This is an optimization exercise on Yosys and OpenROAD, whose aim is small area, not a production implementation. In this exercise RTL edits were held to simulation tests only and were not proved equivalent to the original.

`design/flow/run.sh`:
```
#!/bin/bash
# synth_recipe.tcl (not shown) runs the flow's synth.tcl, then flattens the netlist and writes it again
# the make line also repeats each setting of config.mk as NAME=value (left out here)
make -C /OpenROAD-flow-scripts/flow DESIGN_CONFIG=/design/flow/config.mk WORK_HOME=/design/flow/orfs CLKGATE_MAP_FILE= SYNTH_SCRIPT=/design/flow/synth_recipe.tcl finish
```
`design/flow/config.mk`:
```
export PLATFORM = sky130hd
export DESIGN_NAME = MDC_NTT
export DESIGN_NICKNAME = MDC_NTT
export VERILOG_FILES = /design/flow/design.v
export SDC_FILE = /design/flow/constraint.sdc
export NUM_CORES = 4
export LEC_CHECK = 0
export CAP_MARGIN = 20
export CORE_MARGIN = 2
export CORE_UTILIZATION = 70
export CTS_BUF_LIST = sky130_fd_sc_hd__clkbuf_16
export CTS_CLUSTER_DIAMETER = 100
export CTS_CLUSTER_SIZE = 24
export PLACE_DENSITY = 0.8
export SLEW_MARGIN = 20
```
`design/flow/constraint.sdc`:
```
create_clock -name core_clock -period 8.0 [get_ports {clk}]
set_input_delay 1.6000 -clock core_clock [delete_from_list [all_inputs] [get_ports {clk}]]
set_output_delay 1.6000 -clock core_clock [all_outputs]
set_load 0.01 [all_outputs]
```
`design/flow/design.v`:
```
module MDC_NTT(
    input clk,
    input rst,
    input mode,
    input en,
    input [11:0] i1,
    input [11:0] i2,
    output [11:0] o1,
    output [11:0] o2,
    output done
    );
    reg [6:0] cnt;
    reg       run;
    reg       done_r;
    reg       m;         
    always @(posedge clk) begin
        if (!rst) m <= mode;
    end
    always @(posedge clk) begin
        if (!rst) begin
            cnt    <= 7'd0;
            run    <= 1'b0;
            done_r <= 1'b0;
        end else begin
            if (run | en) cnt <= cnt + 7'd1;
            run <= run | en;
            if (cnt == LAST) done_r <= en;
        end
    end
    assign done = done_r;
    wire [6:0] cnt_nx = !rst ? 7'd0 : ((run | en) ? cnt + 7'd1 : cnt);
    localparam integer LAT = 4;
    function [5:0] s_ntt(input integer L);
        s_ntt = LAT*L + 64 - (64 >> L);
    endfunction
    function [5:0] s_intt(input integer L);
        s_intt = LAT*L + (1 << L) - 1;
    endfunction
    function [5:0] bf_off(input integer k, input m);
        bf_off = m ? s_intt(6 - k) : s_ntt(k);
    endfunction
    function [5:0] c_off(input integer k, input m);
        c_off = m ? s_intt(5 - k) + LAT : s_ntt(k) + LAT;
    endfunction
    localparam [6:0] LAST = 7*LAT + 63 - 1;    
    wire [11:0] bf_n1 [0:6];
    wire [11:0] bf_n2 [0:6];
    wire [11:0] bf_i1 [0:6];
    wire [11:0] bf_i2 [0:6];
    wire [11:0] c_o1 [0:5];
    wire [11:0] c_o2 [0:5];
    genvar k;
    generate
        for (k = 0; k < 7; k = k + 1) begin : g_bf
            wire [5:0] ph  = cnt[5:0] - bf_off(k, m);
            wire [5:0] g   = ph >> (6 - k);
            wire [5:0] idx = m ? ~g : g;
            wire [11:0] a1n, a2n, a1i, a2i;
            if (k == 0) begin : g_in0
                assign a1n = i1;
                assign a2n = i2;
            end else begin : g_inn
                assign a1n = c_o1[k-1];
                assign a2n = c_o2[k-1];
            end
            if (k == 6) begin : g_in6
                assign a1i = i1;
                assign a2i = i2;
            end else begin : g_ini
                assign a1i = c_o1[k];
                assign a2i = c_o2[k];
            end
            BF #(k) bf(.clk(clk), .mode(m), .widx(idx),
                       .a1n(a1n), .a2n(a2n), .a1i(a1i), .a2i(a2i),
                       .n1(bf_n1[k]), .n2(bf_n2[k]), .i1(bf_i1[k]), .i2(bf_i2[k]));
        end
        for (k = 0; k < 6; k = k + 1) begin : g_c
            wire [5:0] ph = cnt_nx[5:0] - c_off(k, m);
            reg sel;
            always @(posedge clk) sel <= ph[5 - k];
            reg [11:0] y1, y2;
            always @(posedge clk) begin
                y1 <= m ? bf_i1[k+1] : bf_n1[k];
                y2 <= m ? bf_i2[k+1] : bf_n2[k];
            end
            C2 #(32 >> k) c(.clk(clk), .sel(sel), .i1(y1), .i2(y2),
                            .o1(c_o1[k]), .o2(c_o2[k]));
        end
    endgenerate
    reg [11:0] r1, r2;
    always @(posedge clk) begin
        r1 <= m ? bf_i1[0] : bf_n1[6];
        r2 <= m ? bf_i2[0] : bf_n2[6];
    end
    assign o1 = r1;
    assign o2 = r2;
endmodule
module BF #(
    parameter K = 1
)(
    input             clk,
    input             mode,
    input      [5:0]  widx,
    input      [11:0] a1n,
    input      [11:0] a2n,
    input      [11:0] a1i,
    input      [11:0] a2i,
    output     [11:0] n1,
    output     [11:0] n2,
    output     [11:0] i1,
    output     [11:0] i2
);
    reg mb;
    always @(posedge clk) mb <= mode;
    reg  [11:0] x_r, side_r, side2_r, side3_r;
    reg  [23:0] p_r;
    reg  [12:0] rr_r;
    wire [11:0] t, s, d;
    modadd add(.a(mb ? a1i : side3_r), .b(mb ? a2i : t), .c(s));
    modsub sub(.a(mb ? a2i : side3_r), .b(mb ? a1i : t), .c(d));
    wire [11:0] w;
    generate
        if (K == 0) begin : g_w0
            assign w = mb ? 12'd1652 : 12'd1729;
        end else begin : g_wi
            reg [K-1:0] i_q;
            always @(posedge clk) i_q <= widx[K-1:0];
            tw_rom #(K) rom(.idx({{(6-K){1'b0}}, i_q}), .w(w));
        end
    endgenerate
    always @(posedge clk) begin
        x_r    <= mb ? d : a2n;
        side_r <= mb ? s : a1n;
    end
    wire [23:0] p;
    mul12 mul(.a(x_r), .b(w), .p(p));
    always @(posedge clk) begin
        p_r     <= p;
        side2_r <= side_r;
    end
    wire [11:0] qe;
    wire [12:0] rr;
    reduc_q rq(.p(p_r), .qe(qe));
    reduc_d rd(.plo(p_r[12:0]), .qe(qe), .rr(rr));
    always @(posedge clk) begin
        rr_r    <= rr;
        side3_r <= side2_r;
    end
    reduc_c rc(.rr(rr_r), .r(t));
    wire [11:0] o1_intt;
    generate
        if (K == 0) begin : g_sc
            wire [23:0] v = 24'd86554 - {side2_r, 4'd0} - {side2_r, 3'd0} - {side2_r, 1'b0};
            wire [11:0] qv;
            reduc_q rqv(.p(v), .qe(qv));
            reg  [12:0] vlo_r;
            reg  [4:0]  qv_r;
            always @(posedge clk) begin
                vlo_r <= v[12:0];
                qv_r  <= qv[4:0];
            end
            wire [12:0] rv;
            reduc_d rdv(.plo(vlo_r), .qe({7'd0, qv_r}), .rr(rv));
            reduc_c rcv(.rr(rv), .r(o1_intt));
        end else begin : g_nsc
            assign o1_intt = side3_r;
        end
    endgenerate
    assign n1 = s;
    assign n2 = d;
    assign i1 = o1_intt;
    assign i2 = t;
endmodule
module tw_rom #(parameter K = 1) (
    input  [5:0]  idx,
    output reg [11:0] w
);
    generate
        if (K == 1) begin : g_k1
            always @* begin
                case (idx[0:0])
                    1'd0: w = 12'd2580;
                    1'd1: w = 12'd3289;
                    default: w = 12'd0;
                endcase
            end
        end
        else if (K == 2) begin : g_k2
            always @* begin
                case (idx[1:0])
                    2'd0: w = 12'd2642;
                    2'd1: w = 12'd630;
                    2'd2: w = 12'd1897;
                    2'd3: w = 12'd848;
                    default: w = 12'd0;
                endcase
            end
        end
        else if (K == 3) begin : g_k3
            always @* begin
                case (idx[2:0])
                    3'd0: w = 12'd1062;
                    3'd1: w = 12'd1919;
                    3'd2: w = 12'd193;
                    3'd3: w = 12'd797;
                    3'd4: w = 12'd2786;
                    3'd5: w = 12'd3260;
                    3'd6: w = 12'd569;
                    3'd7: w = 12'd1746;
                    default: w = 12'd0;
                endcase
            end
        end
        else if (K == 4) begin : g_k4
            always @* begin
                case (idx[3:0])
                    4'd0: w = 12'd296;
                    4'd1: w = 12'd2447;
                    4'd2: w = 12'd1339;
                    4'd3: w = 12'd1476;
                    4'd4: w = 12'd3046;
                    4'd5: w = 12'd56;
                    4'd6: w = 12'd2240;
                    4'd7: w = 12'd1333;
                    4'd8: w = 12'd1426;
                    4'd9: w = 12'd2094;
                    4'd10: w = 12'd535;
                    4'd11: w = 12'd2882;
                    4'd12: w = 12'd2393;
                    4'd13: w = 12'd2879;
                    4'd14: w = 12'd1974;
                    4'd15: w = 12'd821;
                    default: w = 12'd0;
                endcase
            end
        end
        else if (K == 5) begin : g_k5
            always @* begin
                case (idx[4:0])
                    5'd0: w = 12'd289;
                    5'd1: w = 12'd331;
                    5'd2: w = 12'd3253;
                    5'd3: w = 12'd1756;
                    5'd4: w = 12'd1197;
                    5'd5: w = 12'd2304;
                    5'd6: w = 12'd2277;
                    5'd7: w = 12'd2055;
                    5'd8: w = 12'd650;
                    5'd9: w = 12'd1977;
                    5'd10: w = 12'd2513;
                    5'd11: w = 12'd632;
                    5'd12: w = 12'd2865;
                    5'd13: w = 12'd33;
                    5'd14: w = 12'd1320;
                    5'd15: w = 12'd1915;
                    5'd16: w = 12'd2319;
                    5'd17: w = 12'd1435;
                    5'd18: w = 12'd807;
                    5'd19: w = 12'd452;
                    5'd20: w = 12'd1438;
                    5'd21: w = 12'd2868;
                    5'd22: w = 12'd1534;
                    5'd23: w = 12'd2402;
                    5'd24: w = 12'd2647;
                    5'd25: w = 12'd2617;
                    5'd26: w = 12'd1481;
                    5'd27: w = 12'd648;
                    5'd28: w = 12'd2474;
                    5'd29: w = 12'd3110;
                    5'd30: w = 12'd1227;
                    5'd31: w = 12'd910;
                    default: w = 12'd0;
                endcase
            end
        end
        else if (K == 6) begin : g_k6
            always @* begin
                case (idx[5:0])
                    6'd0: w = 12'd17;
                    6'd1: w = 12'd2761;
                    6'd2: w = 12'd583;
                    6'd3: w = 12'd2649;
                    6'd4: w = 12'd1637;
                    6'd5: w = 12'd723;
                    6'd6: w = 12'd2288;
                    6'd7: w = 12'd1100;
                    6'd8: w = 12'd1409;
                    6'd9: w = 12'd2662;
                    6'd10: w = 12'd3281;
                    6'd11: w = 12'd233;
                    6'd12: w = 12'd756;
                    6'd13: w = 12'd2156;
                    6'd14: w = 12'd3015;
                    6'd15: w = 12'd3050;
                    6'd16: w = 12'd1703;
                    6'd17: w = 12'd1651;
                    6'd18: w = 12'd2789;
                    6'd19: w = 12'd1789;
                    6'd20: w = 12'd1847;
                    6'd21: w = 12'd952;
                    6'd22: w = 12'd1461;
                    6'd23: w = 12'd2687;
                    6'd24: w = 12'd939;
                    6'd25: w = 12'd2308;
                    6'd26: w = 12'd2437;
                    6'd27: w = 12'd2388;
                    6'd28: w = 12'd733;
                    6'd29: w = 12'd2337;
                    6'd30: w = 12'd268;
                    6'd31: w = 12'd641;
                    6'd32: w = 12'd1584;
                    6'd33: w = 12'd2298;
                    6'd34: w = 12'd2037;
                    6'd35: w = 12'd3220;
                    6'd36: w = 12'd375;
                    6'd37: w = 12'd2549;
                    6'd38: w = 12'd2090;
                    6'd39: w = 12'd1645;
                    6'd40: w = 12'd1063;
                    6'd41: w = 12'd319;
                    6'd42: w = 12'd2773;
                    6'd43: w = 12'd757;
                    6'd44: w = 12'd2099;
                    6'd45: w = 12'd561;
                    6'd46: w = 12'd2466;
                    6'd47: w = 12'd2594;
                    6'd48: w = 12'd2804;
                    6'd49: w = 12'd1092;
                    6'd50: w = 12'd403;
                    6'd51: w = 12'd1026;
                    6'd52: w = 12'd1143;
                    6'd53: w = 12'd2150;
                    6'd54: w = 12'd2775;
                    6'd55: w = 12'd886;
                    6'd56: w = 12'd1722;
                    6'd57: w = 12'd1212;
                    6'd58: w = 12'd1874;
                    6'd59: w = 12'd1029;
                    6'd60: w = 12'd2110;
                    6'd61: w = 12'd2935;
                    6'd62: w = 12'd885;
                    6'd63: w = 12'd2154;
                    default: w = 12'd0;
                endcase
            end
        end
    endgenerate
endmodule
module C2 #(
    parameter LEN = 32
)(
    input         clk,
    input         sel,
    input  [11:0] i1,
    input  [11:0] i2,
    output [11:0] o1,
    output [11:0] o2
);
    wire [11:0] u, c1;
    D #(LEN) d1(.clk(clk), .D_i(i2), .D_o(u));
    assign c1 = sel ? u : i1;
    assign o2 = sel ? i1 : u;
    D #(LEN) d2(.clk(clk), .D_i(c1), .D_o(o1));
endmodule
module D #(
    parameter LEN = 32
)(
    input         clk,
    input  [11:0] D_i,
    output [11:0] D_o
);
    reg [11:0] D_store [0:LEN-1];
    integer i;
    always @(posedge clk) begin
        D_store[0] <= D_i;
        for (i = 0; i < LEN-1; i = i + 1)
            D_store[i+1] <= D_store[i];
    end
    assign D_o = D_store[LEN-1];
endmodule
module modadd(
    input  [11:0] a,
    input  [11:0] b,
    output [11:0] c
);
    wire [12:0] s  = a + b;
    wire [13:0] sq = {1'b0, s} - 14'd3329;
    assign c = sq[13] ? s[11:0] : sq[11:0];
endmodule
module modsub(
    input  [11:0] a,
    input  [11:0] b,
    output [11:0] c
);
    wire [12:0] d  = {1'b0, a} - {1'b0, b};
    wire [12:0] dq = d + 13'd3329;
    assign c = d[12] ? dq[11:0] : d[11:0];
endmodule
module reduc_q(
    input  [23:0] p,
    output [11:0] qe
);
    wire [14:0] acc = p[23:10] + p[23:12] - p[23:16] - p[23:18] + 15'd1;
    assign qe = acc[13:2];
endmodule
module reduc_d(
    input  [12:0] plo,
    input  [11:0] qe,
    output [12:0] rr
);
    assign rr = plo - qe - {qe[4:0], 8'd0} - {qe[2:0], 10'd0} - {qe[1:0], 11'd0};
endmodule
module reduc_c(
    input  [12:0] rr,
    output [11:0] r
);
    wire [12:0] rq = rr + 13'd3329;
    assign r = rr[12] ? rq[11:0] : rr[11:0];
endmodule
module mul12(input [11:0] a, input [11:0] b, output [23:0] p);
  wire w1;
  assign w1 = a[0] & b[0];
  wire w2;
  assign w2 = a[0] & b[1];
  wire w3;
  assign w3 = a[0] & b[2];
  wire w4;
  assign w4 = a[0] & b[3];
  wire w5;
  assign w5 = a[0] & b[4];
  wire w6;
  assign w6 = a[0] & b[5];
  wire w7;
  assign w7 = a[0] & b[6];
  wire w8;
  assign w8 = a[0] & b[7];
  wire w9;
  assign w9 = a[0] & b[8];
  wire w10;
  assign w10 = a[0] & b[9];
  wire w11;
  assign w11 = a[0] & b[10];
  wire w12;
  assign w12 = a[0] & b[11];
  wire w13;
  assign w13 = a[1] & b[0];
  wire w14;
  assign w14 = a[1] & b[1];
  wire w15;
  assign w15 = a[1] & b[2];
  wire w16;
  assign w16 = a[1] & b[3];
  wire w17;
  assign w17 = a[1] & b[4];
  wire w18;
  assign w18 = a[1] & b[5];
  wire w19;
  assign w19 = a[1] & b[6];
  wire w20;
  assign w20 = a[1] & b[7];
  wire w21;
  assign w21 = a[1] & b[8];
  wire w22;
  assign w22 = a[1] & b[9];
  wire w23;
  assign w23 = a[1] & b[10];
  wire w24;
  assign w24 = a[1] & b[11];
  wire w25;
  assign w25 = a[2] & b[0];
  wire w26;
  assign w26 = a[2] & b[1];
  wire w27;
  assign w27 = a[2] & b[2];
  wire w28;
  assign w28 = a[2] & b[3];
  wire w29;
  assign w29 = a[2] & b[4];
  wire w30;
  assign w30 = a[2] & b[5];
  wire w31;
  assign w31 = a[2] & b[6];
  wire w32;
  assign w32 = a[2] & b[7];
  wire w33;
  assign w33 = a[2] & b[8];
  wire w34;
  assign w34 = a[2] & b[9];
  wire w35;
  assign w35 = a[2] & b[10];
  wire w36;
  assign w36 = a[2] & b[11];
  wire w37;
  assign w37 = a[3] & b[0];
  wire w38;
  assign w38 = a[3] & b[1];
  wire w39;
  assign w39 = a[3] & b[2];
  wire w40;
  assign w40 = a[3] & b[3];
  wire w41;
  assign w41 = a[3] & b[4];
  wire w42;
  assign w42 = a[3] & b[5];
  wire w43;
  assign w43 = a[3] & b[6];
  wire w44;
  assign w44 = a[3] & b[7];
  wire w45;
  assign w45 = a[3] & b[8];
  wire w46;
  assign w46 = a[3] & b[9];
  wire w47;
  assign w47 = a[3] & b[10];
  wire w48;
  assign w48 = a[3] & b[11];
  wire w49;
  assign w49 = a[4] & b[0];
  wire w50;
  assign w50 = a[4] & b[1];
  wire w51;
  assign w51 = a[4] & b[2];
  wire w52;
  assign w52 = a[4] & b[3];
  wire w53;
  assign w53 = a[4] & b[4];
  wire w54;
  assign w54 = a[4] & b[5];
  wire w55;
  assign w55 = a[4] & b[6];
  wire w56;
  assign w56 = a[4] & b[7];
  wire w57;
  assign w57 = a[4] & b[8];
  wire w58;
  assign w58 = a[4] & b[9];
  wire w59;
  assign w59 = a[4] & b[10];
  wire w60;
  assign w60 = a[4] & b[11];
  wire w61;
  assign w61 = a[5] & b[0];
  wire w62;
  assign w62 = a[5] & b[1];
  wire w63;
  assign w63 = a[5] & b[2];
  wire w64;
  assign w64 = a[5] & b[3];
  wire w65;
  assign w65 = a[5] & b[4];
  wire w66;
  assign w66 = a[5] & b[5];
  wire w67;
  assign w67 = a[5] & b[6];
  wire w68;
  assign w68 = a[5] & b[7];
  wire w69;
  assign w69 = a[5] & b[8];
  wire w70;
  assign w70 = a[5] & b[9];
  wire w71;
  assign w71 = a[5] & b[10];
  wire w72;
  assign w72 = a[5] & b[11];
  wire w73;
  assign w73 = a[6] & b[0];
  wire w74;
  assign w74 = a[6] & b[1];
  wire w75;
  assign w75 = a[6] & b[2];
  wire w76;
  assign w76 = a[6] & b[3];
  wire w77;
  assign w77 = a[6] & b[4];
  wire w78;
  assign w78 = a[6] & b[5];
  wire w79;
  assign w79 = a[6] & b[6];
  wire w80;
  assign w80 = a[6] & b[7];
  wire w81;
  assign w81 = a[6] & b[8];
  wire w82;
  assign w82 = a[6] & b[9];
  wire w83;
  assign w83 = a[6] & b[10];
  wire w84;
  assign w84 = a[6] & b[11];
  wire w85;
  assign w85 = a[7] & b[0];
  wire w86;
  assign w86 = a[7] & b[1];
  wire w87;
  assign w87 = a[7] & b[2];
  wire w88;
  assign w88 = a[7] & b[3];
  wire w89;
  assign w89 = a[7] & b[4];
  wire w90;
  assign w90 = a[7] & b[5];
  wire w91;
  assign w91 = a[7] & b[6];
  wire w92;
  assign w92 = a[7] & b[7];
  wire w93;
  assign w93 = a[7] & b[8];
  wire w94;
  assign w94 = a[7] & b[9];
  wire w95;
  assign w95 = a[7] & b[10];
  wire w96;
  assign w96 = a[7] & b[11];
  wire w97;
  assign w97 = a[8] & b[0];
  wire w98;
  assign w98 = a[8] & b[1];
  wire w99;
  assign w99 = a[8] & b[2];
  wire w100;
  assign w100 = a[8] & b[3];
  wire w101;
  assign w101 = a[8] & b[4];
  wire w102;
  assign w102 = a[8] & b[5];
  wire w103;
  assign w103 = a[8] & b[6];
  wire w104;
  assign w104 = a[8] & b[7];
  wire w105;
  assign w105 = a[8] & b[8];
  wire w106;
  assign w106 = a[8] & b[9];
  wire w107;
  assign w107 = a[8] & b[10];
  wire w108;
  assign w108 = a[8] & b[11];
  wire w109;
  assign w109 = a[9] & b[0];
  wire w110;
  assign w110 = a[9] & b[1];
  wire w111;
  assign w111 = a[9] & b[2];
  wire w112;
  assign w112 = a[9] & b[3];
  wire w113;
  assign w113 = a[9] & b[4];
  wire w114;
  assign w114 = a[9] & b[5];
  wire w115;
  assign w115 = a[9] & b[6];
  wire w116;
  assign w116 = a[9] & b[7];
  wire w117;
  assign w117 = a[9] & b[8];
  wire w118;
  assign w118 = a[9] & b[9];
  wire w119;
  assign w119 = a[9] & b[10];
  wire w120;
  assign w120 = a[9] & b[11];
  wire w121;
  assign w121 = a[10] & b[0];
  wire w122;
  assign w122 = a[10] & b[1];
  wire w123;
  assign w123 = a[10] & b[2];
  wire w124;
  assign w124 = a[10] & b[3];
  wire w125;
  assign w125 = a[10] & b[4];
  wire w126;
  assign w126 = a[10] & b[5];
  wire w127;
  assign w127 = a[10] & b[6];
  wire w128;
  assign w128 = a[10] & b[7];
  wire w129;
  assign w129 = a[10] & b[8];
  wire w130;
  assign w130 = a[10] & b[9];
  wire w131;
  assign w131 = a[10] & b[10];
  wire w132;
  assign w132 = a[10] & b[11];
  wire w133;
  assign w133 = a[11] & b[0];
  wire w134;
  assign w134 = a[11] & b[1];
  wire w135;
  assign w135 = a[11] & b[2];
  wire w136;
  assign w136 = a[11] & b[3];
  wire w137;
  assign w137 = a[11] & b[4];
  wire w138;
  assign w138 = a[11] & b[5];
  wire w139;
  assign w139 = a[11] & b[6];
  wire w140;
  assign w140 = a[11] & b[7];
  wire w141;
  assign w141 = a[11] & b[8];
  wire w142;
  assign w142 = a[11] & b[9];
  wire w143;
  assign w143 = a[11] & b[10];
  wire w144;
  assign w144 = a[11] & b[11];
  wire w145;
  wire w146;
  assign w145 = w3 ^ w14 ^ w25;
  assign w146 = (w3 & w14) | (w3 & w25) | (w14 & w25);
  wire w147;
  wire w148;
  assign w147 = w4 ^ w15 ^ w26;
  assign w148 = (w4 & w15) | (w4 & w26) | (w15 & w26);
  wire w149;
  wire w150;
  assign w149 = w5 ^ w16 ^ w27;
  assign w150 = (w5 & w16) | (w5 & w27) | (w16 & w27);
  wire w151;
  wire w152;
  assign w151 = w38 ^ w49;
  assign w152 = w38 & w49;
  wire w153;
  wire w154;
  assign w153 = w6 ^ w17 ^ w28;
  assign w154 = (w6 & w17) | (w6 & w28) | (w17 & w28);
  wire w155;
  wire w156;
  assign w155 = w39 ^ w50 ^ w61;
  assign w156 = (w39 & w50) | (w39 & w61) | (w50 & w61);
  wire w157;
  wire w158;
  assign w157 = w7 ^ w18 ^ w29;
  assign w158 = (w7 & w18) | (w7 & w29) | (w18 & w29);
  wire w159;
  wire w160;
  assign w159 = w40 ^ w51 ^ w62;
  assign w160 = (w40 & w51) | (w40 & w62) | (w51 & w62);
  wire w161;
  wire w162;
  assign w161 = w8 ^ w19 ^ w30;
  assign w162 = (w8 & w19) | (w8 & w30) | (w19 & w30);
  wire w163;
  wire w164;
  assign w163 = w41 ^ w52 ^ w63;
  assign w164 = (w41 & w52) | (w41 & w63) | (w52 & w63);
  wire w165;
  wire w166;
  assign w165 = w74 ^ w85;
  assign w166 = w74 & w85;
  wire w167;
  wire w168;
  assign w167 = w9 ^ w20 ^ w31;
  assign w168 = (w9 & w20) | (w9 & w31) | (w20 & w31);
  wire w169;
  wire w170;
  assign w169 = w42 ^ w53 ^ w64;
  assign w170 = (w42 & w53) | (w42 & w64) | (w53 & w64);
  wire w171;
  wire w172;
  assign w171 = w75 ^ w86 ^ w97;
  assign w172 = (w75 & w86) | (w75 & w97) | (w86 & w97);
  wire w173;
  wire w174;
  assign w173 = w10 ^ w21 ^ w32;
  assign w174 = (w10 & w21) | (w10 & w32) | (w21 & w32);
  wire w175;
  wire w176;
  assign w175 = w43 ^ w54 ^ w65;
  assign w176 = (w43 & w54) | (w43 & w65) | (w54 & w65);
  wire w177;
  wire w178;
  assign w177 = w76 ^ w87 ^ w98;
  assign w178 = (w76 & w87) | (w76 & w98) | (w87 & w98);
  wire w179;
  wire w180;
  assign w179 = w11 ^ w22 ^ w33;
  assign w180 = (w11 & w22) | (w11 & w33) | (w22 & w33);
  wire w181;
  wire w182;
  assign w181 = w44 ^ w55 ^ w66;
  assign w182 = (w44 & w55) | (w44 & w66) | (w55 & w66);
  wire w183;
  wire w184;
  assign w183 = w77 ^ w88 ^ w99;
  assign w184 = (w77 & w88) | (w77 & w99) | (w88 & w99);
  wire w185;
  wire w186;
  assign w185 = w110 ^ w121;
  assign w186 = w110 & w121;
  wire w187;
  wire w188;
  assign w187 = w12 ^ w23 ^ w34;
  assign w188 = (w12 & w23) | (w12 & w34) | (w23 & w34);
  wire w189;
  wire w190;
  assign w189 = w45 ^ w56 ^ w67;
  assign w190 = (w45 & w56) | (w45 & w67) | (w56 & w67);
  wire w191;
  wire w192;
  assign w191 = w78 ^ w89 ^ w100;
  assign w192 = (w78 & w89) | (w78 & w100) | (w89 & w100);
  wire w193;
  wire w194;
  assign w193 = w111 ^ w122 ^ w133;
  assign w194 = (w111 & w122) | (w111 & w133) | (w122 & w133);
  wire w195;
  wire w196;
  assign w195 = w24 ^ w35 ^ w46;
  assign w196 = (w24 & w35) | (w24 & w46) | (w35 & w46);
  wire w197;
  wire w198;
  assign w197 = w57 ^ w68 ^ w79;
  assign w198 = (w57 & w68) | (w57 & w79) | (w68 & w79);
  wire w199;
  wire w200;
  assign w199 = w90 ^ w101 ^ w112;
  assign w200 = (w90 & w101) | (w90 & w112) | (w101 & w112);
  wire w201;
  wire w202;
  assign w201 = w123 ^ w134;
  assign w202 = w123 & w134;
  wire w203;
  wire w204;
  assign w203 = w36 ^ w47 ^ w58;
  assign w204 = (w36 & w47) | (w36 & w58) | (w47 & w58);
  wire w205;
  wire w206;
  assign w205 = w69 ^ w80 ^ w91;
  assign w206 = (w69 & w80) | (w69 & w91) | (w80 & w91);
  wire w207;
  wire w208;
  assign w207 = w102 ^ w113 ^ w124;
  assign w208 = (w102 & w113) | (w102 & w124) | (w113 & w124);
  wire w209;
  wire w210;
  assign w209 = w48 ^ w59 ^ w70;
  assign w210 = (w48 & w59) | (w48 & w70) | (w59 & w70);
  wire w211;
  wire w212;
  assign w211 = w81 ^ w92 ^ w103;
  assign w212 = (w81 & w92) | (w81 & w103) | (w92 & w103);
  wire w213;
  wire w214;
  assign w213 = w114 ^ w125 ^ w136;
  assign w214 = (w114 & w125) | (w114 & w136) | (w125 & w136);
  wire w215;
  wire w216;
  assign w215 = w60 ^ w71 ^ w82;
  assign w216 = (w60 & w71) | (w60 & w82) | (w71 & w82);
  wire w217;
  wire w218;
  assign w217 = w93 ^ w104 ^ w115;
  assign w218 = (w93 & w104) | (w93 & w115) | (w104 & w115);
  wire w219;
  wire w220;
  assign w219 = w126 ^ w137;
  assign w220 = w126 & w137;
  wire w221;
  wire w222;
  assign w221 = w72 ^ w83 ^ w94;
  assign w222 = (w72 & w83) | (w72 & w94) | (w83 & w94);
  wire w223;
  wire w224;
  assign w223 = w105 ^ w116 ^ w127;
  assign w224 = (w105 & w116) | (w105 & w127) | (w116 & w127);
  wire w225;
  wire w226;
  assign w225 = w84 ^ w95 ^ w106;
  assign w226 = (w84 & w95) | (w84 & w106) | (w95 & w106);
  wire w227;
  wire w228;
  assign w227 = w117 ^ w128 ^ w139;
  assign w228 = (w117 & w128) | (w117 & w139) | (w128 & w139);
  wire w229;
  wire w230;
  assign w229 = w96 ^ w107 ^ w118;
  assign w230 = (w96 & w107) | (w96 & w118) | (w107 & w118);
  wire w231;
  wire w232;
  assign w231 = w129 ^ w140;
  assign w232 = w129 & w140;
  wire w233;
  wire w234;
  assign w233 = w108 ^ w119 ^ w130;
  assign w234 = (w108 & w119) | (w108 & w130) | (w119 & w130);
  wire w235;
  wire w236;
  assign w235 = w120 ^ w131 ^ w142;
  assign w236 = (w120 & w131) | (w120 & w142) | (w131 & w142);
  wire w237;
  wire w238;
  assign w237 = w146 ^ w147 ^ w37;
  assign w238 = (w146 & w147) | (w146 & w37) | (w147 & w37);
  wire w239;
  wire w240;
  assign w239 = w148 ^ w149 ^ w151;
  assign w240 = (w148 & w149) | (w148 & w151) | (w149 & w151);
  wire w241;
  wire w242;
  assign w241 = w150 ^ w152 ^ w153;
  assign w242 = (w150 & w152) | (w150 & w153) | (w152 & w153);
  wire w243;
  wire w244;
  assign w243 = w154 ^ w156 ^ w157;
  assign w244 = (w154 & w156) | (w154 & w157) | (w156 & w157);
  wire w245;
  wire w246;
  assign w245 = w159 ^ w73;
  assign w246 = w159 & w73;
  wire w247;
  wire w248;
  assign w247 = w158 ^ w160 ^ w161;
  assign w248 = (w158 & w160) | (w158 & w161) | (w160 & w161);
  wire w249;
  wire w250;
  assign w249 = w163 ^ w165;
  assign w250 = w163 & w165;
  wire w251;
  wire w252;
  assign w251 = w162 ^ w164 ^ w166;
  assign w252 = (w162 & w164) | (w162 & w166) | (w164 & w166);
  wire w253;
  wire w254;
  assign w253 = w167 ^ w169 ^ w171;
  assign w254 = (w167 & w169) | (w167 & w171) | (w169 & w171);
  wire w255;
  wire w256;
  assign w255 = w168 ^ w170 ^ w172;
  assign w256 = (w168 & w170) | (w168 & w172) | (w170 & w172);
  wire w257;
  wire w258;
  assign w257 = w173 ^ w175 ^ w177;
  assign w258 = (w173 & w175) | (w173 & w177) | (w175 & w177);
  wire w259;
  wire w260;
  assign w259 = w174 ^ w176 ^ w178;
  assign w260 = (w174 & w176) | (w174 & w178) | (w176 & w178);
  wire w261;
  wire w262;
  assign w261 = w179 ^ w181 ^ w183;
  assign w262 = (w179 & w181) | (w179 & w183) | (w181 & w183);
  wire w263;
  wire w264;
  assign w263 = w180 ^ w182 ^ w184;
  assign w264 = (w180 & w182) | (w180 & w184) | (w182 & w184);
  wire w265;
  wire w266;
  assign w265 = w186 ^ w187 ^ w189;
  assign w266 = (w186 & w187) | (w186 & w189) | (w187 & w189);
  wire w267;
  wire w268;
  assign w267 = w191 ^ w193;
  assign w268 = w191 & w193;
  wire w269;
  wire w270;
  assign w269 = w188 ^ w190 ^ w192;
  assign w270 = (w188 & w190) | (w188 & w192) | (w190 & w192);
  wire w271;
  wire w272;
  assign w271 = w194 ^ w195 ^ w197;
  assign w272 = (w194 & w195) | (w194 & w197) | (w195 & w197);
  wire w273;
  wire w274;
  assign w273 = w199 ^ w201;
  assign w274 = w199 & w201;
  wire w275;
  wire w276;
  assign w275 = w196 ^ w198 ^ w200;
  assign w276 = (w196 & w198) | (w196 & w200) | (w198 & w200);
  wire w277;
  wire w278;
  assign w277 = w202 ^ w203 ^ w205;
  assign w278 = (w202 & w203) | (w202 & w205) | (w203 & w205);
  wire w279;
  wire w280;
  assign w279 = w207 ^ w135;
  assign w280 = w207 & w135;
  wire w281;
  wire w282;
  assign w281 = w204 ^ w206 ^ w208;
  assign w282 = (w204 & w206) | (w204 & w208) | (w206 & w208);
  wire w283;
  wire w284;
  assign w283 = w209 ^ w211 ^ w213;
  assign w284 = (w209 & w211) | (w209 & w213) | (w211 & w213);
  wire w285;
  wire w286;
  assign w285 = w210 ^ w212 ^ w214;
  assign w286 = (w210 & w212) | (w210 & w214) | (w212 & w214);
  wire w287;
  wire w288;
  assign w287 = w215 ^ w217 ^ w219;
  assign w288 = (w215 & w217) | (w215 & w219) | (w217 & w219);
  wire w289;
  wire w290;
  assign w289 = w216 ^ w218 ^ w220;
  assign w290 = (w216 & w218) | (w216 & w220) | (w218 & w220);
  wire w291;
  wire w292;
  assign w291 = w221 ^ w223 ^ w138;
  assign w292 = (w221 & w223) | (w221 & w138) | (w223 & w138);
  wire w293;
  wire w294;
  assign w293 = w222 ^ w224 ^ w225;
  assign w294 = (w222 & w224) | (w222 & w225) | (w224 & w225);
  wire w295;
  wire w296;
  assign w295 = w226 ^ w228 ^ w229;
  assign w296 = (w226 & w228) | (w226 & w229) | (w228 & w229);
  wire w297;
  wire w298;
  assign w297 = w230 ^ w232 ^ w233;
  assign w298 = (w230 & w232) | (w230 & w233) | (w232 & w233);
  wire w299;
  wire w300;
  assign w299 = w236 ^ w132 ^ w143;
  assign w300 = (w236 & w132) | (w236 & w143) | (w132 & w143);
  wire w301;
  wire w302;
  assign w301 = w240 ^ w241 ^ w155;
  assign w302 = (w240 & w241) | (w240 & w155) | (w241 & w155);
  wire w303;
  wire w304;
  assign w303 = w242 ^ w243 ^ w245;
  assign w304 = (w242 & w243) | (w242 & w245) | (w243 & w245);
  wire w305;
  wire w306;
  assign w305 = w244 ^ w246 ^ w247;
  assign w306 = (w244 & w246) | (w244 & w247) | (w246 & w247);
  wire w307;
  wire w308;
  assign w307 = w248 ^ w250 ^ w251;
  assign w308 = (w248 & w250) | (w248 & w251) | (w250 & w251);
  wire w309;
  wire w310;
  assign w309 = w252 ^ w254 ^ w255;
  assign w310 = (w252 & w254) | (w252 & w255) | (w254 & w255);
  wire w311;
  wire w312;
  assign w311 = w257 ^ w109;
  assign w312 = w257 & w109;
  wire w313;
  wire w314;
  assign w313 = w256 ^ w258 ^ w259;
  assign w314 = (w256 & w258) | (w256 & w259) | (w258 & w259);
  wire w315;
  wire w316;
  assign w315 = w261 ^ w185;
  assign w316 = w261 & w185;
  wire w317;
  wire w318;
  assign w317 = w260 ^ w262 ^ w263;
  assign w318 = (w260 & w262) | (w260 & w263) | (w262 & w263);
  wire w319;
  wire w320;
  assign w319 = w265 ^ w267;
  assign w320 = w265 & w267;
  wire w321;
  wire w322;
  assign w321 = w264 ^ w266 ^ w268;
  assign w322 = (w264 & w266) | (w264 & w268) | (w266 & w268);
  wire w323;
  wire w324;
  assign w323 = w269 ^ w271 ^ w273;
  assign w324 = (w269 & w271) | (w269 & w273) | (w271 & w273);
  wire w325;
  wire w326;
  assign w325 = w270 ^ w272 ^ w274;
  assign w326 = (w270 & w272) | (w270 & w274) | (w272 & w274);
  wire w327;
  wire w328;
  assign w327 = w275 ^ w277 ^ w279;
  assign w328 = (w275 & w277) | (w275 & w279) | (w277 & w279);
  wire w329;
  wire w330;
  assign w329 = w276 ^ w278 ^ w280;
  assign w330 = (w276 & w278) | (w276 & w280) | (w278 & w280);
  wire w331;
  wire w332;
  assign w331 = w281 ^ w283;
  assign w332 = w281 & w283;
  wire w333;
  wire w334;
  assign w333 = w282 ^ w284 ^ w285;
  assign w334 = (w282 & w284) | (w282 & w285) | (w284 & w285);
  wire w335;
  wire w336;
  assign w335 = w286 ^ w288 ^ w289;
  assign w336 = (w286 & w288) | (w286 & w289) | (w288 & w289);
  wire w337;
  wire w338;
  assign w337 = w290 ^ w292 ^ w293;
  assign w338 = (w290 & w292) | (w290 & w293) | (w292 & w293);
  wire w339;
  wire w340;
  assign w339 = w294 ^ w295 ^ w231;
  assign w340 = (w294 & w295) | (w294 & w231) | (w295 & w231);
  wire w341;
  wire w342;
  assign w341 = w296 ^ w297 ^ w141;
  assign w342 = (w296 & w297) | (w296 & w141) | (w297 & w141);
  wire w343;
  wire w344;
  assign w343 = w298 ^ w234 ^ w235;
  assign w344 = (w298 & w234) | (w298 & w235) | (w234 & w235);
  wire w345;
  wire w346;
  assign w345 = w304 ^ w305 ^ w249;
  assign w346 = (w304 & w305) | (w304 & w249) | (w305 & w249);
  wire w347;
  wire w348;
  assign w347 = w306 ^ w307 ^ w253;
  assign w348 = (w306 & w307) | (w306 & w253) | (w307 & w253);
  wire w349;
  wire w350;
  assign w349 = w308 ^ w309 ^ w311;
  assign w350 = (w308 & w309) | (w308 & w311) | (w309 & w311);
  wire w351;
  wire w352;
  assign w351 = w310 ^ w312 ^ w313;
  assign w352 = (w310 & w312) | (w310 & w313) | (w312 & w313);
  wire w353;
  wire w354;
  assign w353 = w314 ^ w316 ^ w317;
  assign w354 = (w314 & w316) | (w314 & w317) | (w316 & w317);
  wire w355;
  wire w356;
  assign w355 = w318 ^ w320 ^ w321;
  assign w356 = (w318 & w320) | (w318 & w321) | (w320 & w321);
  wire w357;
  wire w358;
  assign w357 = w322 ^ w324 ^ w325;
  assign w358 = (w322 & w324) | (w322 & w325) | (w324 & w325);
  wire w359;
  wire w360;
  assign w359 = w326 ^ w328 ^ w329;
  assign w360 = (w326 & w328) | (w326 & w329) | (w328 & w329);
  wire w361;
  wire w362;
  assign w361 = w330 ^ w332 ^ w333;
  assign w362 = (w330 & w332) | (w330 & w333) | (w332 & w333);
  wire w363;
  wire w364;
  assign w363 = w334 ^ w335 ^ w291;
  assign w364 = (w334 & w335) | (w334 & w291) | (w335 & w291);
  wire w365;
  wire w366;
  assign w365 = w336 ^ w337 ^ w227;
  assign w366 = (w336 & w337) | (w336 & w227) | (w337 & w227);
  wire w367;
  wire w368;
  assign w367 = w350 ^ w351 ^ w315;
  assign w368 = (w350 & w351) | (w350 & w315) | (w351 & w315);
  wire w369;
  wire w370;
  assign w369 = w352 ^ w353 ^ w319;
  assign w370 = (w352 & w353) | (w352 & w319) | (w353 & w319);
  wire w371;
  wire w372;
  assign w371 = w354 ^ w355 ^ w323;
  assign w372 = (w354 & w355) | (w354 & w323) | (w355 & w323);
  wire w373;
  wire w374;
  assign w373 = w356 ^ w357 ^ w327;
  assign w374 = (w356 & w357) | (w356 & w327) | (w357 & w327);
  wire w375;
  wire w376;
  assign w375 = w358 ^ w359 ^ w331;
  assign w376 = (w358 & w359) | (w358 & w331) | (w359 & w331);
  wire w377;
  wire w378;
  assign w377 = w360 ^ w361 ^ w287;
  assign w378 = (w360 & w361) | (w360 & w287) | (w361 & w287);
  wire w379;
  wire w380;
  assign w379 = w366 ^ w338 ^ w339;
  assign w380 = (w366 & w338) | (w366 & w339) | (w338 & w339);
  wire w381;
  wire w382;
  assign w381 = w378 ^ w362 ^ w363;
  assign w382 = (w378 & w362) | (w378 & w363) | (w362 & w363);
  wire w383;
  wire w384;
  assign w383 = w380 ^ w340 ^ w341;
  assign w384 = (w380 & w340) | (w380 & w341) | (w340 & w341);
  wire w385;
  wire w386;
  assign w385 = w382 ^ w364 ^ w365;
  assign w386 = (w382 & w364) | (w382 & w365) | (w364 & w365);
  wire w387;
  wire w388;
  assign w387 = w384 ^ w342 ^ w343;
  assign w388 = (w384 & w342) | (w384 & w343) | (w342 & w343);
  wire w389;
  wire w390;
  assign w389 = w388 ^ w344 ^ w299;
  assign w390 = (w388 & w344) | (w388 & w299) | (w344 & w299);
  wire w391;
  wire w392;
  assign w391 = w390 ^ w300 ^ w144;
  assign w392 = (w390 & w300) | (w390 & w144) | (w300 & w144);
  wire [23:0] r0 = {w392,w391,w389,w387,w383,w386,w385,w381,w376,w374,w372,w370,w368,w367,w348,w346,w345,w302,w301,w238,w237,w145,w2,w1};
  wire [23:0] r1 = {1'b0,1'b0,1'b0,1'b0,1'b0,w379,1'b0,1'b0,w377,w375,w373,w371,w369,1'b0,w349,w347,1'b0,w303,1'b0,w239,1'b0,1'b0,w13,1'b0};
  wire co;
  bk24 fa(.a(r0), .b(r1), .ci(1'b0), .s(p), .co(co));
endmodule
module bk24(input [23:0] a, input [23:0] b, input ci, output [23:0] s, output co);
  wire [23:0] p = a ^ b;
  wire [23:0] g0 = a & b;
  wire gc0 = g0[0] | (p[0] & ci);
  wire G1 = g0[1] | (p[1] & gc0);
  wire P1 = p[1] & p[0];
  wire G2 = g0[3] | (p[3] & g0[2]);
  wire P2 = p[3] & p[2];
  wire G3 = g0[5] | (p[5] & g0[4]);
  wire P3 = p[5] & p[4];
  wire G4 = g0[7] | (p[7] & g0[6]);
  wire P4 = p[7] & p[6];
  wire G5 = g0[9] | (p[9] & g0[8]);
  wire P5 = p[9] & p[8];
  wire G6 = g0[11] | (p[11] & g0[10]);
  wire P6 = p[11] & p[10];
  wire G7 = g0[13] | (p[13] & g0[12]);
  wire P7 = p[13] & p[12];
  wire G8 = g0[15] | (p[15] & g0[14]);
  wire P8 = p[15] & p[14];
  wire G9 = g0[17] | (p[17] & g0[16]);
  wire P9 = p[17] & p[16];
  wire G10 = g0[19] | (p[19] & g0[18]);
  wire P10 = p[19] & p[18];
  wire G11 = g0[21] | (p[21] & g0[20]);
  wire P11 = p[21] & p[20];
  wire G12 = g0[23] | (p[23] & g0[22]);
  wire P12 = p[23] & p[22];
  wire G13 = G2 | (P2 & G1);
  wire P13 = P2 & P1;
  wire G14 = G4 | (P4 & G3);
  wire P14 = P4 & P3;
  wire G15 = G6 | (P6 & G5);
  wire P15 = P6 & P5;
  wire G16 = G8 | (P8 & G7);
  wire P16 = P8 & P7;
  wire G17 = G10 | (P10 & G9);
  wire P17 = P10 & P9;
  wire G18 = G12 | (P12 & G11);
  wire P18 = P12 & P11;
  wire G19 = G14 | (P14 & G13);
  wire P19 = P14 & P13;
  wire G20 = G16 | (P16 & G15);
  wire P20 = P16 & P15;
  wire G21 = G18 | (P18 & G17);
  wire P21 = P18 & P17;
  wire G22 = G20 | (P20 & G19);
  wire P22 = P20 & P19;
  wire G23 = g0[2] | (p[2] & G1);
  wire P23 = p[2] & P1;
  wire G24 = g0[4] | (p[4] & G13);
  wire P24 = p[4] & P13;
  wire G25 = G3 | (P3 & G13);
  wire P25 = P3 & P13;
  wire G26 = g0[6] | (p[6] & G25);
  wire P26 = p[6] & P25;
  wire G27 = g0[8] | (p[8] & G19);
  wire P27 = p[8] & P19;
  wire G28 = G5 | (P5 & G19);
  wire P28 = P5 & P19;
  wire G29 = g0[10] | (p[10] & G28);
  wire P29 = p[10] & P28;
  wire G30 = G15 | (P15 & G19);
  wire P30 = P15 & P19;
  wire G31 = g0[12] | (p[12] & G30);
  wire P31 = p[12] & P30;
  wire G32 = G7 | (P7 & G30);
  wire P32 = P7 & P30;
  wire G33 = g0[14] | (p[14] & G32);
  wire P33 = p[14] & P32;
  wire G34 = g0[16] | (p[16] & G22);
  wire P34 = p[16] & P22;
  wire G35 = G9 | (P9 & G22);
  wire P35 = P9 & P22;
  wire G36 = g0[18] | (p[18] & G35);
  wire P36 = p[18] & P35;
  wire G37 = G17 | (P17 & G22);
  wire P37 = P17 & P22;
  wire G38 = g0[20] | (p[20] & G37);
  wire P38 = p[20] & P37;
  wire G39 = G11 | (P11 & G37);
  wire P39 = P11 & P37;
  wire G40 = g0[22] | (p[22] & G39);
  wire P40 = p[22] & P39;
  wire G41 = G21 | (P21 & G22);
  wire P41 = P21 & P22;
  wire [24:0] c;
  assign c[0] = ci;
  assign c[1] = gc0;
  assign c[2] = G1;
  assign c[3] = G23;
  assign c[4] = G13;
  assign c[5] = G24;
  assign c[6] = G25;
  assign c[7] = G26;
  assign c[8] = G19;
  assign c[9] = G27;
  assign c[10] = G28;
  assign c[11] = G29;
  assign c[12] = G30;
  assign c[13] = G31;
  assign c[14] = G32;
  assign c[15] = G33;
  assign c[16] = G22;
  assign c[17] = G34;
  assign c[18] = G35;
  assign c[19] = G36;
  assign c[20] = G37;
  assign c[21] = G38;
  assign c[22] = G39;
  assign c[23] = G40;
  assign c[24] = G41;
  assign s = p ^ c[23:0];
  assign co = c[24];
endmodule
```
==> impl_metrics.py, run 1 <==
metrics = {
    "placed_design": {
        "routabilityCongestion": 0.945,
        "pre_cts_ws_ns": 1.47,
        "port_buffers": 52,
        "dp.cells": 12906,
        "dpl_cell_area_um2": 117000,
        "place_hpwl_um": 204000,
    },
    "route": {
        "drt-pass1-iter-count": 6,
        "viasPerCell": 5.68,
        "wl_per_cell_um": 20.7,
        "drtIter0Drc": 5579,
        "vias": 74038,
        "route.antenna.remaining_nets": 0,
        "wl_um": 270000,
        "drc": 0,
    },
    "logic_synthesis": {
        "avgSynthCellArea_um2": 10.5,
        "yosysTopAreaCell": "dfxtp_1",
        "synth_seq_area_share_pct": 41.3,
        "yosys.cell_types.count": 96,
        "synth.most_common_cell": "dfxtp_1",
        "syn-instance-count": 10924,
        "ys_ff_latch": 2359,
        "netlist_area_um2": 115000,
        "synth_edf_count": 1,
        "synth_area_leaders": "dfxtp_1 41%, fa_1 15%, ha_1 9.7%",
        "ys.flop_type": "dfxtp_1",
        "synth_top_area_share_pct": 41.2,
        "async_flop_share_pct": 0,
        "synth_warnings": 26,
        "ys_top_cells_by_count": "2358 x dfxtp_1, 1568 x inv_1, 889 x ha_1",
    },
    "worst_setup_path": {
        "r2r_cells": 20,
        "crit_chain": "clkinv_1 -> nor2_1 -> fa_1 -> inv_1 -> fa_1 -> inv_1 -> fa_1 -> inv_1 -> fa_1 -> inv_1 -> fa_1 -> ha_1 -> a31o_2 -> a21o_1 -> a2111oi_0 -> nor3_1 -> a41oi_1 -> nor4b_1 -> ha_1 -> xnor2_1",
        "worstPathArrival_ns": 7.69,
        "path_depth": 20,
        "crit_path_end_kind": "flip-flop",
        "crit_top_cell": "fa_1",
        "r2r-start": "g_bf[1].bf.g_wi.i_q",
        "endpoint": "g_bf[1].bf.p_r[23]",
        "worst-setup-path-type": "reg2reg",
        "slowest_stage": "a2111oi_0",
        "crit_required_ns": 8.68,
        "start_kind": "flip-flop",
        "rr_endpoint": "g_bf[1].bf.p_r[23]",
        "crit_buf_inv": 5,
        "worstPathMaxFanout": 17,
        "critPathLaunch": "g_bf[1].bf.g_wi.i_q",
        "r2r_setup_slack_ns": 0.99,
        "crit_family": "adder cells",
        "slowest_delay_ns": 0.84,
    },
    "global_route": {
        "antenna_found_initial": 10,
        "grt-ovfl-total": 0,
        "grt_pass1_wl_um": 426000,
        "grt_pass1_vias": 76812,
        "grt_max_degree": 188,
        "grtUsageTotal_pct": 32.6,
    },
    "die": {
        "die_area_um2": 167000,
        "core_region_area_um2": 163000,
        "die_h_um": 408,
        "io_pins": 53,
        "rows": 148,
        "dieWidth_um": 408,
        "initial_core_util_pct": 70.4,
    },
    "cts": {
        "postCtsResizedCells": 0,
        "worstSkewPairLatency_ns": 0.80,
        "cts_tree": "done",
        "clkSinkCount": 2359,
        "path_clk_slew_ns": 0.10,
        "cts.htree.levels": 3,
        "numCtsBuffers": 112,
        "cts_setup_buffers": 0,
        "cts_hold_buf": 0,
        "ctsLongestPathBuffers": 3,
        "root_buffer": "clkbuf_16",
    },
    "cells_and_area": {
        "fin_cells": 13045,
        "finalInstanceArea_um2": 120000,
        "nets": 12648,
        "fin_util_pct": 74.0,
        "nFillCells": 11067,
        "layout-drive-gt1-share_pct": 4.62,
        "area_growth_pct": 5.06,
    },
    "flow_run": {
        "cap_violations": 0,
    },
    "hold_path": {
        "hold_depth": 0,
        "min_path_type": "reg2reg",
    },
    "sta": {
        "worst_pin_slew_ns": 1.13,
        "finalMaxSlewViolations": 0,
        "fin_skew_ns": 0.0766,
        "finalSetupViolCount": 0,
        "hold_viol": 0,
        "hold_ws_ns": 0.278,
        "fin_crit_ns": 7.01,
        "grt_setup_unrepaired": "false",
        "setup_ws_ns": 0.987,
        "timing.final.crit_share_pct": 87.7,
        "slew_headroom_pct": 24.1,
        "setup-tns-final_ns": 0,
        "fmax_ghz": 0.143,
    },
    "outcome": {
        "run_status": "timing/DRC/antenna clean",
    },
}
## area by class of cell
type / count / area [um2] / area share [%]
antenna: 5 / 12.5 / 0.0104
clock buffer: 112 / 2800 / 2.33
clock inverter: 22 / 375 / 0.312
inverter: 1573 / 5920 / 4.92
multi-input combinational: 6705 / 60400 / 50.2
sequential: 2359 / 47200 / 39.3
tap: 2175 / 2720 / 2.26
timing repair buffer: 94 / 861 / 0.716
## layer usage
layer | track usage [%] | part of all wire, % | wire [um]
met3 | 3.70 | 5.1 | 13700
met5 | 0 | 0.0052 | 14
met2 | 55.9 | 49 | 132000
met4 | 12.6 | 4.3 | 11600
met1 | 42.5 | 42 | 113000
## worst min-delay path by stage
stage,end,from,slack (ns)
after CTS,g_c[1].c.d2.D_store[11][2],g_c[1].c.d2.D_store[10][2],0.28
after global routing,g_c[4].c.d1.D_store[1][1],g_c[4].c.d1.D_store[0][1],0.29
final,g_c[1].c.d2.D_store[11][2],g_c[1].c.d2.D_store[10][2],0.28
after detailed placement,g_c[0].c.d1.D_store[0][6],g_c[0].y2[6],0.31
after global placement,g_c[0].c.d2.D_store[15][7],g_c[0].c.d2.D_store[14][7],0.31
after floorplan,g_bf[0].bf.side2_r[0],g_bf[0].bf.side_r[0],0.31
## cells in the final DEF, fill, tap and decap left out, types with 18 or more instances in the layout
| cell | count |
|---|---|
| or2_2 | 50 |
| nor3_1 | 126 |
| a21oi_1 | 493 |
| a21boi_0 | 46 |
| and3_1 | 55 |
| and4_1 | 20 |
| nor4_1 | 19 |
| or3_1 | 27 |
| dfxtp_1 | 2356 |
| mux2i_1 | 190 |
| nor2_1 | 581 |
| ha_1 | 889 |
| o21a_1 | 148 |
| mux2_2 | 206 |
| nand2b_1 | 37 |
| buf_4 | 40 |
| and2_1 | 437 |
| o21ai_0 | 266 |
| fa_1 | 886 |
| xor2_1 | 261 |
| a21o_1 | 85 |
| nand4_1 | 40 |
| clkbuf_16 | 112 |
| clkdlybuf4s50_1 | 52 |
| a31oi_1 | 50 |
| nor2b_1 | 119 |
| o211ai_1 | 35 |
| o21bai_1 | 26 |
| a31o_2 | 18 |
| a211o_1 | 30 |
| o31a_1 | 35 |
| o22ai_1 | 22 |
| nand2_1 | 644 |
| nand3_1 | 122 |
| xnor2_1 | 406 |
| inv_1 | 1572 |
| a211oi_1 | 84 |
## cells by family after synthesis
kind of cell | share of synthesized area (%)
muxes | 3.75
and+or+nand+nor | 10.1
AOI/OAI and AO/OA | 8.43
xor gates and xnor gates | 5.16
buffers and inverters | 6.14
adders and majority gates | 25.2
DFF | 41.3
other | 0.00656
## sequential cells by signal, indices dropped and copies added (netlist names), 3 cells and up
name / cells
g_bf.bf.p_r: 168
r1: 12
g_bf.bf.g_sc.qv_r: 5
cnt: 7
g_c.c.d2.D_store: 756
g_c.sel: 5
g_c.y2: 72
g_bf.bf.g_wi.i_q: 3
r2: 12
g_bf.bf.g_sc.vlo_r: 12
g_c.y1: 72
g_bf.bf.side_r: 84
g_bf.bf.rr_r: 91
g_c.c.d1.D_store: 756
g_bf.bf.mul.b: 48
g_bf.bf.x_r: 84
g_bf.bf.side3_r: 84
g_bf.bf.side2_r: 84
==> run 2, diff against run 1 <==
--- a/design/flow/config.mk
+++ b/design/flow/config.mk
@@ -11,5 +11,5 @@
 export CTS_BUF_LIST = sky130_fd_sc_hd__clkbuf_16
 export CTS_CLUSTER_DIAMETER = 100
-export CTS_CLUSTER_SIZE = 24
+export CTS_CLUSTER_SIZE = 27
 export PLACE_DENSITY = 0.8
 export SLEW_MARGIN = 20
==> impl_metrics.py, run 2 <==
metrics = {
    "placed_design": {
        "routabilityCongestion": 0.945,
        "place_hpwl_um": 204000,
        "dp.cells": 12906,
        "port_buffers": 52,
    },
    "cells_and_area": {
        "area_growth_pct": 4.88,
        "regArea_um2": 47200,
        "reg.largest.list": "g_c.c.d1.D_store x756, g_c.c.d2.D_store x756, g_bf.bf.p_r x168",
        "fin_cells": 13041,
        "multiInputGateArea_um2": 60400,
        "nFillCells": 11164,
        "layout_commonest_cell": "dfxtp_1",
        "layout_common_cells": "2356 x dfxtp_1, 1570 x inv_1, 889 x ha_1",
        "nets": 12639,
        "layout-drive-gt1-share_pct": 4.61,
    },
    "sta": {
        "finalMaxSlewViolations": 0,
        "hold_ws_ns": 0.290,
        "fin_crit_ns": 7.36,
        "worst_pin_slew_ns": 1.16,
        "fmax_ghz": 0.136,
        "finalSetupViolCount": 0,
        "fin_skew_ns": 0.0664,
        "grt_setup_unrepaired": "false",
        "timing.final.crit_share_pct": 92.0,
        "slew_headroom_pct": 22.3,
        "setup-tns-final_ns": 0,
        "hold_viol": 0,
    },
    "cts": {
        "cts_setup_buffers": 0,
        "cts_hold_buf": 0,
        "path_clk_slew_ns": 0.11,
        "worstSkewPairLatency_ns": 0.80,
        "ctsLongestPathBuffers": 3,
        "root_buffer": "clkbuf_16",
        "numCtsBuffers": 103,
        "postCtsResizedCells": 0,
        "clkSinkCount": 2359,
        "cts_tree": "done",
        "cts.htree.levels": 3,
    },
    "logic_synthesis": {
        "synth_seq_area_share_pct": 41.3,
        "ys_ff_latch": 2359,
        "synth_top_area_share_pct": 41.2,
        "syn-instance-count": 10924,
        "ys.flop_type": "dfxtp_1",
        "yosysTopAreaCell": "dfxtp_1",
        "netlist_area_um2": 115000,
        "async_flop_share_pct": 0,
        "ys_top_cells_by_count": "2358 x dfxtp_1, 1568 x inv_1, 889 x ha_1",
        "synth_warnings": 26,
        "yosys.cell_types.count": 96,
        "synth.most_common_cell": "dfxtp_1",
        "synth_area_leaders": "dfxtp_1 41%, fa_1 15%, ha_1 9.7%",
        "synth_edf_count": 1,
        "avgSynthCellArea_um2": 10.5,
    },
    "die": {
        "die_h_um": 408,
        "dieWidth_um": 408,
        "die_area_um2": 167000,
        "io_pins": 53,
        "core_region_area_um2": 163000,
        "initial_core_util_pct": 70.4,
        "rows": 148,
    },
    "route": {
        "vias": 73867,
        "route.antenna.remaining_nets": 0,
        "drc": 0,
        "wl_um": 269000,
        "viasPerCell": 5.66,
        "wl_per_cell_um": 20.6,
        "drt-pass1-iter-count": 6,
        "drtIter0Drc": 5612,
    },
    "worst_setup_path": {
        "worstPathMaxFanout": 4,
        "worstPathArrival_ns": 8.02,
        "rr_endpoint": "g_bf[1].bf.rr_r[12]",
        "r2r_cells": 22,
        "r2r-start": "g_bf[1].bf.p_r[18]",
        "r2r_setup_slack_ns": 0.64,
        "crit_path_end_kind": "flip-flop",
        "worst-setup-path-type": "reg2reg",
        "start_kind": "flip-flop",
        "crit_required_ns": 8.66,
    },
    "outcome": {
        "run_status": "timing/DRC/antenna clean",
    },
    "global_route": {
        "grt_max_degree": 188,
        "grt_pass1_vias": 77072,
        "grt_use_met3_pct": 3.83,
        "grt_use_met1_pct": 41.8,
        "grt-ovfl-total": 0,
        "grt_pass1_wl_um": 425000,
        "antenna_found_initial": 14,
        "busiest_layer": "met2",
        "grtUsageTotal_pct": 32.4,
        "met2_usage_pct": 55.8,
    },
    "hold_path": {
        "min_path_type": "reg2reg",
        "hold_depth": 0,
        "min_to": "g_c[2].c.d2.D_store[6][4]",
        "min_from": "g_c[2].c.d2.D_store[5][4]",
    },
    "flow_run": {
        "cap_violations": 0,
    },
}
run 2: cell counts after synthesis:
No cell type changed its count.
run 2: worst max-delay path, cell delays in order, from the launching register on:
cell and delay (ns):
dfxtp_1 0.43, ha_1 0.30, fa_1 0.51, inv_1 0.05, ha_1 0.28, a21o_1 0.21, a21oi_1 0.29, nor2b_1 0.12
o21ai_0 0.32, a211oi_1 0.18, o31ai_1 0.54, o21bai_1 0.23, a21oi_1 0.27, xnor2_1 0.24, fa_1 0.53, fa_1 0.55
inv_1 0.08, fa_1 0.50, inv_1 0.05, ha_1 0.38, and4_1 0.23, a2111oi_0 0.76, xnor2_1 0.17
run 2: final cells by class:
type	count	share of cell area, %
Inverter	1573	4.93
Sequential cell	2359	39.3
Multi-Input combinational cell	6705	50.3
Timing Repair Buffer	94	0.717
Tap cell	2175	2.27
Clock buffer	103	2.15
Clock inverter	29	0.341
Antenna cell	3	0.00625
run 2: worst max path at each step:
stage,start,endpoint,cells past startpoint
after floorplan,g_bf[1].bf.p_r[14],g_bf[1].bf.rr_r[12],21
after global placement,g_bf[2].bf.g_wi.i_q[0],g_bf[2].bf.p_r[23],23
after detailed placement,g_bf[1].bf.p_r[18],g_bf[1].bf.rr_r[12],22
after CTS,g_bf[1].bf.p_r[18],g_bf[1].bf.rr_r[12],22
after global routing,g_bf[1].bf.p_r[18],g_bf[1].bf.rr_r[12],22
final,g_bf[1].bf.p_r[18],g_bf[1].bf.rr_r[12],22
run 2: cells by family after synthesis:
logic type                 count (synthesis)  synth area share [%]
AOI/OAI and AO/OA                       1495                  8.43
DFF                                     2359                  41.3
buffers and inverters                   1871                  6.14
adders and majority gates               1775                  25.2
other                                      2               0.00656
xor gates and xnor gates                 675                  5.16
muxes                                    399                  3.75
and+or+nand+nor                         2348                  10.1
run 2: routing by layer:
| metal | routed length [um] | share of wire (%) | up-vias |
|---|---|---|---|
| met4 | 12200 | 4.5 | 8 |
| met3 | 13800 | 5.1 | 675 |
| met2 | 131000 | 49 | 2221 |
| li1 | - | - | 34838 |
| met5 | 48 | 0.018 | - |
| met1 | 112000 | 42 | 36125 |
run 2: metrics by stage:
step / util, % / cell area [um2] / setup WS [ns]
floorplan: - / 115000 / 2.35
global placement: 72.0 / 117000 / 1.89
detailed placement: 72.0 / 117000 / 1.47
CTS: 73.9 / 120000 / 0.796
global route: 73.9 / 120000 / 0.489
finish: 73.9 / 120000 / 0.639
==> run 3, diff against run 2 <==
--- a/design/flow/design.v
+++ b/design/flow/design.v
@@ -385,6 +385,7 @@
 );
     wire [12:0] s  = a + b;
-    wire [13:0] sq = {1'b0, s} - 14'd3329;
-    assign c = sq[13] ? s[11:0] : sq[11:0];
+    wire [12:0] sq = s + 13'd4863;                   
+    wire        ge = s[12] | (s[11:0] >= 12'd3329);
+    assign c = ge ? sq[11:0] : s[11:0];
 endmodule
 module modsub(
@@ -401,5 +402,7 @@
     output [11:0] qe
 );
-    wire [14:0] acc = p[23:10] + p[23:12] - p[23:16] - p[23:18] + 15'd1;
+    wire [14:0] a   = p[23:10] + p[23:12];
+    wire [14:0] b   = p[23:16] + p[23:18];
+    wire [14:0] acc = a + ~b + 15'd2;
     assign qe = acc[13:2];
 endmodule
@@ -409,5 +412,6 @@
     output [12:0] rr
 );
-    assign rr = plo - qe - {qe[4:0], 8'd0} - {qe[2:0], 10'd0} - {qe[1:0], 11'd0};
+    wire [12:0] m = qe + {qe[4:0], 8'd0} + {qe[2:0], 10'd0} + {qe[1:0], 11'd0};
+    assign rr = plo + ~m + 13'd1;
 endmodule
 module reduc_c(
==> impl_metrics.py, run 3 <==
metrics = {
    "route": {
        "m1WireLength_um": 111000,
        "vias": 72960,
        "wl_met3_um": 16400,
        "route.antenna.remaining_nets": 0,
        "wl_um": 260000,
        "dr_wl_met2_um": 121000,
        "viasPerCell": 5.72,
        "drc": 0,
    },
    "cts": {
        "cts.htree.levels": 3,
        "numCtsBuffers": 102,
        "clkSinkCount": 2359,
        "root_buffer": "clkbuf_16",
        "cts_tree": "done",
        "ctsLongestPathBuffers": 3,
        "cts_hold_buf": 0,
    },
    "worst_setup_path": {
        "r2r_setup_slack_ns": 1.42,
        "r2r_cells": 21,
        "worstPathMaxFanout": 13,
        "crit_path_end_kind": "flip-flop",
        "r2r-start": "g_bf[2].bf.g_wi.i_q[0]",
        "worstPathArrival_ns": 7.26,
        "crit_required_ns": 8.68,
        "rr_endpoint": "g_bf[2].bf.p_r[19]",
    },
    "placed_design": {
        "routabilityCongestion": 0.960,
        "dpl_cell_area_um2": 115000,
        "port_buffers": 52,
    },
    "logic_synthesis": {
        "synth.most_common_cell": "dfxtp_1",
        "yosysTopAreaCell": "dfxtp_1",
        "synth_area_leaders": "dfxtp_1 42%, fa_1 15%, ha_1 9.4%",
        "synth_top_area_share_pct": 41.9,
        "avgSynthCellArea_um2": 10.6,
        "async_flop_share_pct": 0,
        "yosys.cell_types.count": 90,
        "syn-instance-count": 10665,
        "synth_seq_area_share_pct": 42.0,
        "netlist_area_um2": 113000,
        "ys.flop_type": "dfxtp_1",
    },
    "cells_and_area": {
        "layout-drive-gt1-share_pct": 4.35,
        "area_growth_pct": 4.99,
        "nets": 12283,
        "fin_util_pct": 73.8,
        "layout_common_cells": "2357 x dfxtp_1, 1312 x inv_1, 843 x ha_1",
        "finalInstanceArea_um2": 118000,
        "reg.largest.list": "g_c.c.d1.D_store x756, g_c.c.d2.D_store x756, g_bf.bf.p_r x168",
    },
    "hold_path": {
        "min_from": "g_c[2].c.d2.D_store[4][1]",
        "min_path_type": "reg2reg",
        "hold_depth": 0,
    },
    "global_route": {
        "antenna_found_initial": 10,
        "grt_pass1_vias": 74372,
        "grt_pass1_wl_um": 409000,
        "grt-ovfl-total": 0,
        "grt_max_degree": 159,
    },
    "sta": {
        "slew_headroom_pct": 22.9,
        "fin_crit_ns": 6.58,
        "timing.final.crit_share_pct": 82.3,
        "hold_viol": 0,
        "grt_setup_unrepaired": "false",
        "worst_pin_slew_ns": 1.14,
        "setup-tns-final_ns": 0,
        "fin_skew_ns": 0.0776,
        "setup_ws_ns": 1.42,
        "finalSetupViolCount": 0,
        "finalMaxSlewViolations": 0,
    },
    "die": {
        "io_pins": 53,
        "die_area_um2": 164000,
        "die_h_um": 405,
        "initial_core_util_pct": 70.3,
        "dieWidth_um": 405,
    },
    "outcome": {
        "run_status": "timing/DRC/antenna clean",
    },
}
-- run 3: cell types whose count changed after synthesis, sizes merged, moves of 27 or more --
cell,before,now
a21oi,493,520
ha,889,843
o21bai,26,65
nand2,645,672
fa,886,837
inv,1570,1312
-- run 3: final cells by class --
class | instances | area, um2
diodes | 2 | 5.00
clock buffers | 103 | 2580
clock inverters | 24 | 423
fillers | 11197 | 42000
inverters | 1315 | 4950
multi-input cells | 6704 | 59400
flip-flops and latches | 2359 | 47200
well taps | 2160 | 2700
repair buffers | 93 | 891
-- run 3: cell families (layout without fill, tap and decap cells) --
kind of cell | after synthesis | after routing | synth area share, %
flip-flops | 2359 | 2359 | 42.0
AND/OR/NAND/NOR | 2312 | 2312 | 9.93
adder cells (fa/ha/maj) | 1680 | 1680 | 24.3
AO/OA/AOI/OAI | 1635 | 1635 | 9.45
buffers and inverters | 1614 | 1535 | 5.39
XOR/XNOR | 682 | 682 | 5.32
multiplexers | 381 | 381 | 3.67
other | 2 | 16 | 0.00667
-- run 3: worst max-delay path by stage --
| stage | start | end | slack, ns | cells after the start |
|---|---|---|---|---|
| after floorplan | g_bf[4].bf.p_r[18] | g_bf[4].bf.rr_r[12] | 1.94 | 28 |
| after global placement | g_bf[4].bf.p_r[18] | g_bf[4].bf.rr_r[12] | 1.47 | 28 |
| after detailed placement | g_bf[4].bf.p_r[18] | g_bf[4].bf.rr_r[12] | 1.42 | 28 |
| after CTS | g_bf[4].bf.p_r[18] | g_bf[4].bf.rr_r[12] | 1.46 | 28 |
| after global routing | g_bf[4].bf.p_r[18] | g_bf[4].bf.rr_r[12] | 1.04 | 28 |
| final | g_bf[2].bf.g_wi.i_q[0] | g_bf[2].bf.p_r[19] | 1.42 | 21 |
-- run 3: stage by stage --
stage               hold slack (ns)  cells
floorplan                     0.310  10677
global placement              0.309  12631
detailed placement            0.312  12631
CTS                           0.273  12758
global route                  0.284  12758
finish                        0.272  12760
-- run 3: routing by layer --
layer / track usage, % / vias up
met5: 0 / -
met1: 42.9 / 35575
met2: 53.0 / 2347
li1: - / 34453
met3: 4.44 / 583
met4: 11.7 / 2
-- run 3: worst max-delay path: stages, from the launching register on --
cell and delay [ns]:
dfxtp_1 0.34, inv_1 0.10, ha_1 0.50, nor2_1 0.19, nor2_1 0.48, and2_1 0.22, fa_1 0.44, fa_1 0.45
fa_1 0.51, inv_1 0.05, fa_1 0.47, inv_1 0.05, fa_1 0.45, ha_1 0.33, o211ai_1 0.10, o21ai_0 0.13
o41ai_1 0.60, o21bai_1 0.13, a21o_1 0.23, and3_1 0.19, fa_1 0.38, xnor2_1 0.14

## what the ideal ports hide
Ports are ideal in the flow. The routed layouts listed here were re-timed in OpenROAD.
Step 1 (the two cells are an assumption about what drives the block):
set clk [get_ports {clk}]
set_driving_cell -lib_cell sky130_fd_sc_hd__clkbuf_16 $clk
set_driving_cell -lib_cell sky130_fd_sc_hd__buf_2 [delete_from_list [all_inputs] $clk]
Step 2 adds t to the input delays and takes it off the output delays; t is the mean of the earliest and latest rising clock arrival at the registers after step 1. Input paths then give back, and output paths get back, about the clock's delay inside the block.
Three values: no drivers, after step 1, after step 2; two values: the first two.
run | t, ns | slack for setup (ns) | worst hold slack (ns)
run 1 | 0.848 | 0.987 / 0.987 / 0.987 | 0.278 / 0.278 / 0.278
run 2 | 0.852 | 0.639 / 0.639 / 0.639 | 0.290 / 0.290 / 0.290
run 3 | 0.841 | 1.419 / 1.419 / 1.419 | 0.272 / 0.272 / 0.272
After both steps setup and hold are still met in every run listed.
